Background: an optimization exercise with open tools, aiming at small area, a short achievable clock period and few clock cycles. Do not read the settings as production practice. The RTL was checked by simulation tests, not by an equivalence proof against the original design. Power and IR drop assume default switching activity.

Setup of v59:
// MUL_DIV
module MUL_DIV(
	input clk,
	input reset,
	input [31:0] SrcA,
	input [31:0] SrcB,
	input [2:0] Mul_Div_ctr,
	input Start,
	input EI_HILO_ctr,
	input ExcReq_E,
	output reg Busy,
	output reg [31:0] HI,
	output reg [31:0] LO
	);
Size: roughly 2,700 cells after synthesis, roughly 110 flip-flops, ~20,000 um^2 of cells after synthesis.
make LEC_CHECK=0 ABC_AREA=1 CAP_MARGIN=10 CORE_MARGIN=2 CORE_UTILIZATION=60 SLEW_MARGIN=10 finish   # period 100.0 ns
run.sh (not shown) runs the stock make flow with config.mk's settings and CLKGATE_MAP_FILE= SYNTH_SCRIPT=/design/flow/synth_recipe.tcl, a recipe that flattens the netlist after the stock synthesis.
Testbench counts of v59, summed over its fixed seeds: cycles 67,513.
## Diff of input files: v33 against v59
# v59
export LEC_CHECK = 0
export ABC_AREA = 1
export CAP_MARGIN = 10
export CORE_MARGIN = 2
export CORE_UTILIZATION = 60
export SLEW_MARGIN = 10
create_clock -name core_clock -period 100.0 [get_ports {clk}]
# v33
export LEC_CHECK = 0
export ABC_AREA = 1
export CAP_MARGIN = 40
export CORE_MARGIN = 2
export CORE_UTILIZATION = 40
export SLEW_MARGIN = 30
create_clock -name core_clock -period 100.0 [get_ports {clk}]
==> flow/flow/run.sh (new file) <==
#!/bin/bash
# Own layout flow: the standard flow (standard.sh) with two changes:
#  - synthesis uses flow/synth.tcl: synth_recipe.tcl with Yosys's synth -noabc
#    (same registers, names and cell types as the standard synthesis);
#  - the ports are buffered with sky130_fd_sc_hd__buf_1 instead of ORFS's
#    default choice (clkdlybuf4s50_1).
# make's full output goes to synth.log and layout.log here; each ORFS step's
# log is in orfs/logs/.
set -euo pipefail
here=$(pwd)
bash standard.sh "SYNTH_SCRIPT=$here/flow/synth.tcl" synth > synth.log 2>&1
bash standard.sh "SYNTH_SCRIPT=$here/flow/synth.tcl" "BUFFER_PORTS_ARGS=-buffer_cell sky130_fd_sc_hd__buf_1" finish > layout.log 2>&1
==> flow/flow/synth.tcl (new file) <==
# The standard flow's synthesis script (synth_recipe.tcl) with one change: Yosys's generic
# synth runs without its quick ABC pass (-noabc), so the full adders written in
# the RTL reach extract_fa as written; ORFS's own ABC mapping follows as usual.
proc synth {args} { yosys synth -nofsm -noshare -noabc {*}$args }
source $::env(SCRIPTS_DIR)/synth.tcl
# left out here: clear keep_hierarchy, flatten, clean up, hide names made inside functions, write 1_2_yosys.v
==> flow/standard.sh (new file) <==
#!/bin/bash
# synth_recipe.tcl (not shown) runs the flow's synth.tcl, then flattens the netlist and writes it again
# the make line also repeats each setting of config.mk as NAME=value (left out here)
make -C /OpenROAD-flow-scripts/flow DESIGN_CONFIG=/design/flow/config.mk WORK_HOME=/design/flow/orfs CLKGATE_MAP_FILE= SYNTH_SCRIPT=/design/flow/synth_recipe.tcl "${@:-finish}"
removed: flow/run.sh
Across both runs, routed wire length was lower for v33 than for v59.
When v33 is measured against v59, its logic depth of the worst setup path including buffers turns out 1 higher.
Changes observed in v33 relative to v59: final setup slack of the worst path went up 0.37 ns, cell count went down 1.3%.
As of v33, number of global-route vias before repair had fallen by a few percent compared to v59.
Initial core utilization (higher): v59
Global-route wire length before repair: v33 vs v59 down 0.47%
v59 → v33: largest fanout on the critical path down 4.8%, via density per instance went down about 7%, combinational cell fraction of total power now sits lower, synthesized-area fraction occupied by and/or/nand/nor cells shows a reduction of 2.0 points.
### v33 -> v7
==> flow/flow/run.sh <==
#!/bin/bash
# Own layout flow: the standard flow (standard.sh) unchanged, except that the
# ports are buffered with sky130_fd_sc_hd__buf_1 instead of ORFS's default choice
# (clkdlybuf4s50_1). make's full output goes to synth.log and layout.log here;
# each ORFS step's log is in orfs/logs/.
set -euo pipefail
bash standard.sh synth > synth.log 2>&1
bash standard.sh "BUFFER_PORTS_ARGS=-buffer_cell sky130_fd_sc_hd__buf_1" finish > layout.log 2>&1
removed: flow/flow/synth.tcl
Results
Max instance count of the mapped netlist across v7 and v33: v7. Max total of plain and repair buffers excluding clock buffers across v7 and v33: v33. Looking at post-place setup slack across v7 and v33, the one that comes out lower is v7.
#### Input delta (v26 over v7)
==> flow/run.sh (new file) <==
#!/bin/bash
# synth_recipe.tcl (not shown) runs the flow's synth.tcl, then flattens the netlist and writes it again
# the make line also repeats each setting of config.mk as NAME=value (left out here)
make -C /OpenROAD-flow-scripts/flow DESIGN_CONFIG=/design/flow/config.mk WORK_HOME=/design/flow/orfs CLKGATE_MAP_FILE= SYNTH_SCRIPT=/design/flow/synth_recipe.tcl finish
removed: flow/flow/run.sh
removed: flow/standard.sh
### Flow results
- Per the comparison of v26 with v7, normalized max-slew margin shrank by 1.0 points, area added between synthesis and finish grew by 4.4 points, wire length grew by 0.48%, met3 usage in global routing held steady.
- Changes observed in v26 relative to v7: worst setup slack shows a reduction of 0.28 ns, non-clock buffer count -2.

[separate check: timing with driven ports]
No port has a modelled driver above. Below, the same layouts with a new extraction and two added sets of constraints. Step 1 sets driving cells, clkbuf_16 on the clock port and buf_2 on the other inputs (assumed; they add their load-dependent delay and slew). Step 2 moves the port delays by t, midway between the first and last clock arrival at a register: inputs arrive t later, outputs are due t later. That takes back most of the time a late clock gives input paths. Three values: ideal ports, drivers, drivers and shift; two values: the first two.
| run | shift t [ns] | slack for setup (ns) | worst setup path at the end | latest minus earliest clock arrival (ns) | slew at the worst register clock pin (ns) |
|---|---|---|---|---|---|
| v59 | 0.428 | 78.042 / 78.065 / 77.637 | input to register | 0.025 / 0.025 | 0.10 / 0.10 |
| v33 | 0.416 | 78.412 / 78.437 / 78.021 | input to register | 0.014 / 0.015 | 0.09 / 0.09 |
| v7 | 0.449 | 78.267 / 78.300 / 77.851 | input to register | 0.017 / 0.018 | 0.09 / 0.09 |
| v26 | 0.438 | 77.990 / 78.022 / 77.584 | input to register | 0.019 / 0.019 | 0.09 / 0.09 |
After both steps every run listed still meets setup and hold. The setup slack of v7, which loses most, moves by +0.033 ns with the drivers and by -0.416 ns with both steps.
